Source: an optimization exercise on an open RTL-to-GDS flow (aim: small area). Production flows keep margins and buffers that such runs may drop. Function was checked by simulation only, so behaviour that the tests miss may differ from the original. The flow treats the clock pin as an ideal source. Dropping or thinning the clock tree relies on that and would not hold on a real chip. Power figures rest on the tool's default switching activity, not on a simulated workload.

==> run a <==
==> flow/design.v <==
module VGA_DRIVER (
	input         CLOCK,
	input         RESET,
	input  [7:0]  PIXEL_COLOR_IN,
	output reg [9:0]  PIXEL_X,
	output reg [10:0] PIXEL_YL,
	output reg    TOP,
	output [14:0] ADDRESS,
	output [7:0]  PIXEL_COLOR_OUT,
	output        H_SYNC_NEG,
	output        V_SYNC_NEG,
	output        X_END
);
wire [9:0]  x  = PIXEL_X;
wire [10:0] yl = PIXEL_YL;
assign X_END = x[9] & x[8] & x[4] & x[3] & x[1];                           
wire y_end = yl[10] & yl[9] & !yl[8] & yl[7] & !yl[4] & yl[2] & !yl[1];    
wire y_143 = yl[10] & !yl[6] & yl[5] & !yl[4] & !yl[3] & yl[2] & !yl[1] & yl[0];
assign ADDRESS = {x[9:4] + yl, x[3:0]};
assign PIXEL_COLOR_OUT = (x < 10'd640) ? PIXEL_COLOR_IN : 8'b0;
assign H_SYNC_NEG = !(x >= 10'd656 && x < 10'd752);
assign V_SYNC_NEG = !((yl[10] & !yl[9] & yl[8] & !yl[5] & yl[3] & yl[1] & !yl[0]) |
                      (!yl[9] & !yl[7] & !yl[6] & yl[4] & yl[3] & !yl[2] & !yl[1]));
always @(posedge CLOCK) begin
	if (RESET) begin
		PIXEL_X  <= 10'd0;
		PIXEL_YL <= 11'd0;
		TOP      <= 1'b1;
	end else if (X_END) begin
		PIXEL_X  <= 10'd0;
		PIXEL_YL <= y_end ? 11'd0 : PIXEL_YL + 11'd11;
		TOP      <= y_end | (TOP & !y_143);
	end else begin
		PIXEL_X  <= PIXEL_X + 10'd1;
	end
end
endmodule
module ZONE_CMP (
	input      CLK,
	input      CNT,        
	input      LINE_END,   
	input      [2:0] BIT,  
	input      WA, WB, W2, W3,
	input      FIRST,      
	input      LAST,       
	input      [4:0] ZL,   
	output reg TRI,
	output reg DIA
);
reg [6:0] C;
reg [7:0] P1, P2;
reg u;    
wire c  = BIT == 3'd7 ? 1'b0 : C[BIT];
wire p  = WA ? ((ZL[1] | ZL[4]) ? P1[5] : P1[3]) : P2[0];
wire und = FIRST | u;
wire dec = und & (c ^ p);             
wire eq  = LAST & und & !(c ^ p);     
wire fail_lt = (dec & !c) | eq;       
wire fail_gt = (dec & c) | eq;        
wire kill_tri = WA & fail_lt;
wire kill_dia = (WA & ((ZL[1] & fail_lt) | (ZL[4] & fail_gt))) |
                (WB & ((ZL[2] & fail_lt) | (ZL[4] & fail_gt)));
always @(posedge CLK) begin
	C  <= LINE_END ? 7'd0 : C + CNT;
	P1 <= {P1[6:0], W3 ? c : P1[7]};
	P2 <= {P2[6:0], W2 ? P1[0] : P2[7]};
	u  <= und & !(c ^ p);
	if (WA & ZL[1] & FIRST) begin
		TRI <= !kill_tri;
		DIA <= !kill_dia;
	end else begin
		if (kill_tri) TRI <= 1'b0;
		if (kill_dia) DIA <= 1'b0;
	end
end
endmodule
module IMAGE_PROCESSOR (
	input        CLK,
	input        RESET,
	input  [7:0] PIXEL_IN,
	input  [9:0] VGA_PIXEL_X,
	input [10:0] VGA_PIXEL_YL,    
	input        X_END,
	input        VGA_VSYNC_NEG,
	output reg [2:0] RESULT
);
wire [1:0] pr = PIXEL_IN[7:6];
wire [1:0] pg = PIXEL_IN[4:3];
wire [1:0] pb = PIXEL_IN[1:0];
wire is_red  = (pr > pb) && (pr > pg);
wire is_blue = (pb > pr) && (pb >= pg);
wire [9:0]  x  = VGA_PIXEL_X;
wire [10:0] yl = VGA_PIXEL_YL;
wire [4:0] zl;
assign zl[0] = yl[9] & !yl[7] & !yl[6] & !yl[4] & !yl[3] & yl[2] & yl[1];
assign zl[1] = yl[9] & yl[7] & !yl[6] & !yl[5] & yl[4] & !yl[3] & yl[2];
assign zl[2] = yl[9] & yl[8] & !yl[7] & !yl[6] & !yl[5] & yl[4] & !yl[2];
assign zl[3] = yl[9] & yl[8] & yl[7] & !yl[6] & !yl[5] & yl[4] & yl[2];
assign zl[4] = !yl[9] & !yl[7] & !yl[6] & !yl[5] & !yl[4] & !yl[2] & yl[1] & !yl[0];
wire zline = |zl;
wire in_zone = zline && (x >= 10'd48) && (x <= 10'd128);
wire wa = zline && x[9:3] == 7'd17;    
wire wb = zline && x[9:3] == 7'd18;    
wire w2 = zline && x[9:3] == 7'd19;    
wire w3 = zline && x[9:3] == 7'd20;    
wire first = x[2:0] == 3'd0;
wire last  = x[2:0] == 3'd7;
wire red_tri, red_dia, blue_tri, blue_dia;
ZONE_CMP zr (.CLK(CLK), .CNT(is_red & in_zone), .LINE_END(X_END), .BIT(~x[2:0]),
	.WA(wa), .WB(wb), .W2(w2), .W3(w3), .FIRST(first), .LAST(last), .ZL(zl),
	.TRI(red_tri), .DIA(red_dia));
ZONE_CMP zb (.CLK(CLK), .CNT(is_blue & in_zone), .LINE_END(X_END), .BIT(~x[2:0]),
	.WA(wa), .WB(wb), .W2(w2), .W3(w3), .FIRST(first), .LAST(last), .ZL(zl),
	.TRI(blue_tri), .DIA(blue_dia));
reg [15:0] RED, BLUE;
wire vs = !VGA_VSYNC_NEG;
wire clear = RESET | (vs & X_END & yl[0]);
wire b_gt_r = BLUE > RED;
wire b_eq_r = BLUE == RED;
always @(posedge CLK) begin
	RED  <= clear ? 16'd0 : RED  + (is_red  & !vs);
	BLUE <= clear ? 16'd0 : BLUE + (is_blue & !vs);
	if (RESET)
		RESULT <= 3'd0;
	else if (vs) begin
		if (b_gt_r && BLUE > 16'd17000)
			RESULT <= blue_tri ? 3'd1 : blue_dia ? 3'd2 : 3'd3;
		else if (!b_gt_r && !b_eq_r && RED > 16'd17000)
			RESULT <= red_tri ? 3'd4 : red_dia ? 3'd5 : 3'd6;
		else
			RESULT <= 3'd0;
	end
end
endmodule
module vga_shape_detector (
	input         clk,
	input         reset,
	input  [7:0]  mem_rdata,
	output [14:0] mem_raddr,
	output [7:0]  vga_color,
	output        vga_hsync_n,
	output        vga_vsync_n,
	output [2:0]  result
);
localparam BLUE = 8'b000_000_11;
wire [9:0]  x;
wire [10:0] yl;    
wire        top;   
wire        x_end;
wire in_image = (x < 10'd176) && top;
VGA_DRIVER driver (
	.CLOCK(clk),
	.RESET(reset),
	.PIXEL_COLOR_IN(in_image ? mem_rdata : BLUE),
	.PIXEL_X(x),
	.PIXEL_YL(yl),
	.TOP(top),
	.ADDRESS(mem_raddr),
	.PIXEL_COLOR_OUT(vga_color),
	.H_SYNC_NEG(vga_hsync_n),
	.V_SYNC_NEG(vga_vsync_n),
	.X_END(x_end)
);
IMAGE_PROCESSOR proc (
	.CLK(clk),
	.RESET(reset),
	.PIXEL_IN(mem_rdata),
	.VGA_PIXEL_X(x),
	.VGA_PIXEL_YL(yl),
	.X_END(x_end),
	.VGA_VSYNC_NEG(vga_vsync_n),
	.RESULT(result)
);
endmodule
==> flow/flow/run.sh <==
#!/bin/bash
# Layout flow: the standard ORFS flow (standard.sh) with these changes:
#  - synthesis: ORFS's own synth.tcl, but without the Kogge-Stone carry
#    lookahead map and the full/half-adder extraction, and with an area-
#    oriented ABC script (flow/area.script). Registers are mapped exactly as
#    in the standard synthesis (same passes up to and including dfflibmap).
#  - port buffers: buf_1 on every input and output port.
#  - clock tree: flow/cts.tcl (a root buffer and a grid of leaf buffers) in
#    place of ORFS's CTS step.
# Each tool's output goes to a log file in the work folder.
set -euo pipefail
W=$(pwd)
F=$W/flow

# synthesis script: the standard flow's wrapper around ORFS's synth.tcl, pointed at a
# modified copy of synth.tcl
python3 - "$FLOW_HOME/scripts/synth.tcl" "$W/synth_recipe.tcl" "$F" "$W" <<'PY'
import sys
synth, bench, fdir, work = sys.argv[1:]
s = open(synth).read()
def sub(old, new):
    global s
    if old not in s:
        sys.exit("synth.tcl: pattern not found: " + old)
    s = s.replace(old, new, 1)
sub('source $::env(SCRIPTS_DIR)/synth_preamble.tcl\n',
    'source $::env(SCRIPTS_DIR)/synth_preamble.tcl\n'
    'set abc_args [list -script %s/area.script {*}$lib_args {*}$lib_dont_use_args'
    ' -constr $::env(OBJECTS_DIR)/abc.constr]\n' % fdir)
sub('"-extra-map $::env(FLOW_HOME)/platforms/common/lcu_kogge_stone.v"', '')
sub('[dont_use_adder_kinds] ne "none"', '[dont_use_adder_kinds] ne "none" && 0')
open(work + '/my_synth_core.tcl', 'w').write(s)
b = open(bench).read()
old = 'source $::env(SCRIPTS_DIR)/synth.tcl'
if old not in b:
    sys.exit("synth_recipe.tcl: pattern not found")
open(work + '/my_synth.tcl', 'w').write(b.replace(old, 'source ' + work + '/my_synth_core.tcl'))
PY

# The standard flow's layout command with the synthesis script swapped and port buffers
# of buf_1
sed -e "s#SYNTH_SCRIPT=[^ ]*#SYNTH_SCRIPT=$W/my_synth.tcl 'BUFFER_PORTS_ARGS=-buffer_cell sky130_fd_sc_hd__buf_1' 'CTS_ARGS=-sink_clustering_enable -repair_clock_nets -dont_use_dummy_load'#" \
    standard.sh > my_standard.sh
grep -q "my_synth.tcl" my_standard.sh

bash my_standard.sh synth > $W/synth.log 2>&1
bash my_standard.sh place > $W/place.log 2>&1
export MY_CTS_PORT=clk MY_CTS_ROOT=sky130_fd_sc_hd__clkbuf_8
export MY_CTS_BUF=sky130_fd_sc_hd__clkbuf_8 MY_CTS_KX=3 MY_CTS_KY=2
bash my_standard.sh run RUN_SCRIPT=$F/cts.tcl RUN_LOG_NAME_STEM=4_1_cts > $W/cts.log 2>&1
test -f $W/orfs/results/*/vga_shape_detector/base/4_1_cts.odb
bash my_standard.sh > $W/layout.log 2>&1
test -f $W/out/final.def
==> flow/flow/area.script <==
strash
ifraig
scorr
dc2
strash
balance -l
resub -K 6 -l
rewrite -l
resub -K 6 -N 2 -l
refactor -l
resub -K 8 -l
balance -l
resub -K 8 -N 2 -l
rewrite -l
resub -K 10 -l
rewrite -z -l
resub -K 10 -N 2 -l
balance -l
resub -K 12 -l
refactor -z -l
resub -K 12 -N 2 -l
rewrite -z -l
balance -l
balance
rewrite
refactor
balance
rewrite
rewrite -z
balance
refactor -z
rewrite -z
balance
&get -n
&deepsyn -J 30 -T 200
&put
dch -f
amap
topo
==> flow/flow/cts.tcl <==
# Clock tree, in place of ORFS's CTS step (reads 3_place, writes 4_1_cts.odb
# and 4_cts.sdc as that step does). The clock port drives one root buffer;
# the root drives MY_CTS_KX x MY_CTS_KY leaf buffers, one per cell of a grid
# of the flip-flops with about equal counts, each placed at the centre of its
# flip-flops. Every flip-flop's clock goes through the same two buffer types,
# so the tree is balanced: no register's clock is made early or late on
# purpose. Then ORFS's usual legalisation and timing repair.
source $::env(SCRIPTS_DIR)/load.tcl
erase_non_stage_variables cts
load_design 3_place.odb 3_place.sdc

set bufname $::env(MY_CTS_BUF)
set db [ord::get_db]
set block [ord::get_db_block]
set master [$db findMaster $bufname]
set clk_port [$block findBTerm $::env(MY_CTS_PORT)]
set clk_net [$clk_port getNet]

# sinks sorted by x
set sinks {}
foreach it [$clk_net getITerms] {
  set inst [$it getInst]
  set bb [$inst getBBox]
  lappend sinks [list [expr {([$bb xMin] + [$bb xMax]) / 2}] [expr {([$bb yMin] + [$bb yMax]) / 2}] $it]
}
# root buffer: the clock port drives only this buffer, which drives the leaves
set root_master [$db findMaster $::env(MY_CTS_ROOT)]
set root [odb::dbInst_create $block $root_master "clkbuf_manual_root"]
set root_net [odb::dbNet_create $block "clknet_manual_root"]
$root_net setSigType CLOCK
set leaf_pins {}
foreach it [$clk_net getITerms] { lappend leaf_pins $it }
[$root findITerm A] connect $clk_net
[$root findITerm X] connect $root_net
foreach it $leaf_pins { $it disconnect; $it connect $root_net }
set clk_net $root_net
set core [$block getCoreArea]
$root setLocation [expr {([$core xMin] + [$core xMax]) / 2}] [expr {([$core yMin] + [$core yMax]) / 2}]
$root setPlacementStatus PLACED

# grid of KX columns by KY rows of about equal sink counts
set KX $::env(MY_CTS_KX)
set KY $::env(MY_CTS_KY)
set sinks [lsort -integer -index 0 $sinks]
set n [llength $sinks]
puts "manual CTS: $n sinks, $KX x $KY x $bufname"
set k 0
for {set i 0} {$i < $KX} {incr i} {
  set col [lrange $sinks [expr {($n * $i) / $KX}] [expr {($n * ($i + 1)) / $KX - 1}]]
  set col [lsort -integer -index 1 $col]
  set m [llength $col]
  for {set j 0} {$j < $KY} {incr j} {
    set group [lrange $col [expr {($m * $j) / $KY}] [expr {($m * ($j + 1)) / $KY - 1}]]
    set sx 0; set sy 0
    foreach s $group { set sx [expr {$sx + [lindex $s 0]}]; set sy [expr {$sy + [lindex $s 1]}] }
    set cx [expr {$sx / [llength $group]}]
    set cy [expr {$sy / [llength $group]}]
    set inst [odb::dbInst_create $block $master "clkbuf_manual_$k"]
    set net [odb::dbNet_create $block "clknet_manual_$k"]
    $net setSigType CLOCK
    [$inst findITerm A] connect $clk_net
    [$inst findITerm X] connect $net
    foreach s $group {
      set it [lindex $s 2]
      $it disconnect
      $it connect $net
    }
    $inst setLocation $cx $cy
    $inst setPlacementStatus PLACED
    puts "  buffer $k: [llength $group] sinks at ($cx, $cy)"
    incr k
  }
}

set_propagated_clock [all_clocks]
detailed_placement
estimate_parasitics -placement
repair_timing_helper
detailed_placement
check_placement -verbose
report_clock_skew
report_worst_slack -max
report_worst_slack -min

orfs_write_db $::env(RESULTS_DIR)/4_1_cts.odb
orfs_write_sdc $::env(RESULTS_DIR)/4_cts.sdc
==> flow/standard.sh <==
#!/bin/bash
# synth_recipe.tcl (not shown) runs the flow's synth.tcl, then flattens the netlist and writes it again
# the make line also repeats each setting of config.mk as NAME=value (left out here)
make -C /OpenROAD-flow-scripts/flow DESIGN_CONFIG=/design/flow/config.mk WORK_HOME=/design/flow/orfs CLKGATE_MAP_FILE= SYNTH_SCRIPT=/design/flow/synth_recipe.tcl "${@:-finish}"
==> flow/config.mk <==
export PLATFORM = sky130hd
export DESIGN_NAME = vga_shape_detector
export DESIGN_NICKNAME = vga_shape_detector
export VERILOG_FILES = /design/flow/design.v
export SDC_FILE = /design/flow/constraint.sdc
export NUM_CORES = 4
export LEC_CHECK = 0
export CAP_MARGIN = 20
export CORE_MARGIN = 2
export CORE_UTILIZATION = 70
export GPL_TIMING_DRIVEN = 0
export PLACE_DENSITY = 0.8
export SLEW_MARGIN = 20
==> flow/constraint.sdc <==
create_clock -name core_clock -period 40.0 [get_ports {clk}]
set_input_delay 8.0000 -clock core_clock [delete_from_list [all_inputs] [get_ports {clk}]]
set_output_delay 8.0000 -clock core_clock [all_outputs]
set_load 0.01 [all_outputs]
==> inputs of run b, as changes to run a <==
==> flow/design.v, changed modules only <==
module ZONE_CMP (
	input      CLK,
	input      CNT,        
	input      LINE_END,   
	input      [2:0] BIT,  
	input      W1, W2, W3,
	input      FIRST,      
	input      LAST,       
	input      [4:0] ZL,   
	output reg TRI,
	output reg DIA
);
reg [6:0] C;
reg [7:0] P1, P2;
reg u1, u2;    
wire c  = BIT == 3'd7 ? 1'b0 : C[BIT];
wire p1 = (ZL[1] | ZL[4]) ? P1[5] : P1[3];
wire p2 = P2[0];
wire und1 = FIRST | u1;
wire und2 = FIRST | u2;
wire dec1 = und1 & (c ^ p1);       
wire dec2 = und2 & (c ^ p2);
wire eq1  = LAST & und1 & !(c ^ p1);
wire eq2  = LAST & und2 & !(c ^ p2);
wire fail_lt1 = (dec1 & !c) | eq1;    
wire fail_gt1 = (dec1 & c) | eq1;     
wire fail_lt2 = (dec2 & !c) | eq2;    
wire fail_gt2 = (dec2 & c) | eq2;     
wire kill_tri = fail_lt1;
wire kill_dia = (ZL[1] & fail_lt1) | (ZL[2] & fail_lt2) |
                (ZL[4] & (fail_gt1 | fail_gt2));
always @(posedge CLK) begin
	C  <= LINE_END ? 7'd0 : C + CNT;
	P1 <= {P1[6:0], W3 ? c : P1[7]};
	P2 <= {P2[6:0], W2 ? P1[0] : P2[7]};
	u1 <= und1 & !(c ^ p1);
	u2 <= und2 & !(c ^ p2);
	if (W1) begin
		if (ZL[1] & FIRST) begin
			TRI <= !kill_tri;
			DIA <= !kill_dia;
		end else begin
			if (kill_tri) TRI <= 1'b0;
			if (kill_dia) DIA <= 1'b0;
		end
	end
end
endmodule
module IMAGE_PROCESSOR (
	input        CLK,
	input        RESET,
	input  [7:0] PIXEL_IN,
	input  [9:0] VGA_PIXEL_X,
	input [10:0] VGA_PIXEL_YL,    
	input        X_END,
	input        VGA_VSYNC_NEG,
	output reg [2:0] RESULT
);
wire [1:0] pr = PIXEL_IN[7:6];
wire [1:0] pg = PIXEL_IN[4:3];
wire [1:0] pb = PIXEL_IN[1:0];
wire is_red  = (pr > pb) && (pr > pg);
wire is_blue = (pb > pr) && (pb >= pg);
wire [9:0]  x  = VGA_PIXEL_X;
wire [10:0] yl = VGA_PIXEL_YL;
wire [4:0] zl;
assign zl[0] = yl[9] & !yl[7] & !yl[6] & !yl[4] & !yl[3] & yl[2] & yl[1];
assign zl[1] = yl[9] & yl[7] & !yl[6] & !yl[5] & yl[4] & !yl[3] & yl[2];
assign zl[2] = yl[9] & yl[8] & !yl[7] & !yl[6] & !yl[5] & yl[4] & !yl[2];
assign zl[3] = yl[9] & yl[8] & yl[7] & !yl[6] & !yl[5] & yl[4] & yl[2];
assign zl[4] = !yl[9] & !yl[7] & !yl[6] & !yl[5] & !yl[4] & !yl[2] & yl[1] & !yl[0];
wire zline = |zl;
wire in_zone = zline && (x >= 10'd48) && (x <= 10'd128);
wire w1 = zline && x[9:3] == 7'd17;    
wire w2 = zline && x[9:3] == 7'd18;    
wire w3 = zline && x[9:3] == 7'd19;    
wire first = x[2:0] == 3'd0;
wire last  = x[2:0] == 3'd7;
wire red_tri, red_dia, blue_tri, blue_dia;
ZONE_CMP zr (.CLK(CLK), .CNT(is_red & in_zone), .LINE_END(X_END), .BIT(~x[2:0]),
	.W1(w1), .W2(w2), .W3(w3), .FIRST(first), .LAST(last), .ZL(zl),
	.TRI(red_tri), .DIA(red_dia));
ZONE_CMP zb (.CLK(CLK), .CNT(is_blue & in_zone), .LINE_END(X_END), .BIT(~x[2:0]),
	.W1(w1), .W2(w2), .W3(w3), .FIRST(first), .LAST(last), .ZL(zl),
	.TRI(blue_tri), .DIA(blue_dia));
reg [15:0] RED, BLUE;
wire vs = !VGA_VSYNC_NEG;
wire clear = RESET | (vs & X_END & yl[0]);
always @(posedge CLK) begin
	RED  <= clear ? 16'd0 : RED  + (is_red  & !vs);
	BLUE <= clear ? 16'd0 : BLUE + (is_blue & !vs);
	if (RESET)
		RESULT <= 3'd0;
	else if (vs) begin
		if (BLUE > RED && BLUE > 16'd17000)
			RESULT <= blue_tri ? 3'd1 : blue_dia ? 3'd2 : 3'd3;
		else if (RED > BLUE && RED > 16'd17000)
			RESULT <= red_tri ? 3'd4 : red_dia ? 3'd5 : 3'd6;
		else
			RESULT <= 3'd0;
	end
end
endmodule
Settings changed: GPL_TIMING_DRIVEN 0 to default.
==> summary of the runs <==
Of run b and run a, run b has the higher clock skew (gap 0.0040 ns). Critical path depth is the same in run b and run a. Sequential cell count: run a is lower than run b (2). Of run b and run a, run a has the higher cell count (gap 0.28%, measured against run a). Wire length: run b is higher than run a (4.0%). Combinational power: run a is smaller than run b (46%).
==> figures <==
Result of the run: run a timing/DRC/antenna clean; run b timing/DRC/antenna clean
Worst Tran Pin Value: run a 0.759 ns; run b 0.711 ns
Placed standard-cell area: run a 4860 sq um; run b 4840 sq um
Number of storage elements in the synthesis netlist: run a 109; run b 111
Combined area of all synthesized cells: run a 4570 sq um; run b 4640 sq um
Vias after detailed routing: run a 4194; run b 4205
Cell depth of the worst flop-to-flop path: run a 17; run b 23
Compound-Gate Fraction of Synth Area: run a 23.7%; run b 20.4%
Distinct cell type count after synthesis: run a 41; run b 42
Placed Cells incl. Taps: run a 702; run b 700
Util after Layout: run a 78.5%; run b 77.3%
Setup clock skew after layout: run a 0.0147 ns; run b 0.0187 ns
Ratio of final minimum period to clock period: run a 41.3%; run b 41.4%
In every run of this note, the design's own scripts or RTL, not TritonCTS, make the clock network.

[port drivers added, routing unchanged]
Ports are ideal in the flow. The routed layouts listed here were re-timed in OpenROAD.
Step 1, drivers: a clkbuf_16 drives clk and a buf_2 each remaining input, both assumed.
Step 2 times the ports against the registers' clock, not the clock port: input delays grow and output delays shrink by t, the midpoint of the rising clock arrivals with the driver on.
Three values: ideal ports, drivers, drivers and shift; two values: the first two.
run | shift t [ns] | setup WS [ns] | slew at the worst register clock pin (ns) | worst data-port slew with drivers (ns)
run a | 0.396 | 23.469 / 23.447 / 23.447 | 0.11 / 0.11 | 0.03
run b | 0.392 | 23.436 / 23.399 / 23.399 | 0.12 / 0.12 | 0.04
After both steps setup and hold are still met in every run listed. The setup slack of run b, which loses most, moves by -0.037 ns with the drivers and by -0.037 ns with both steps.
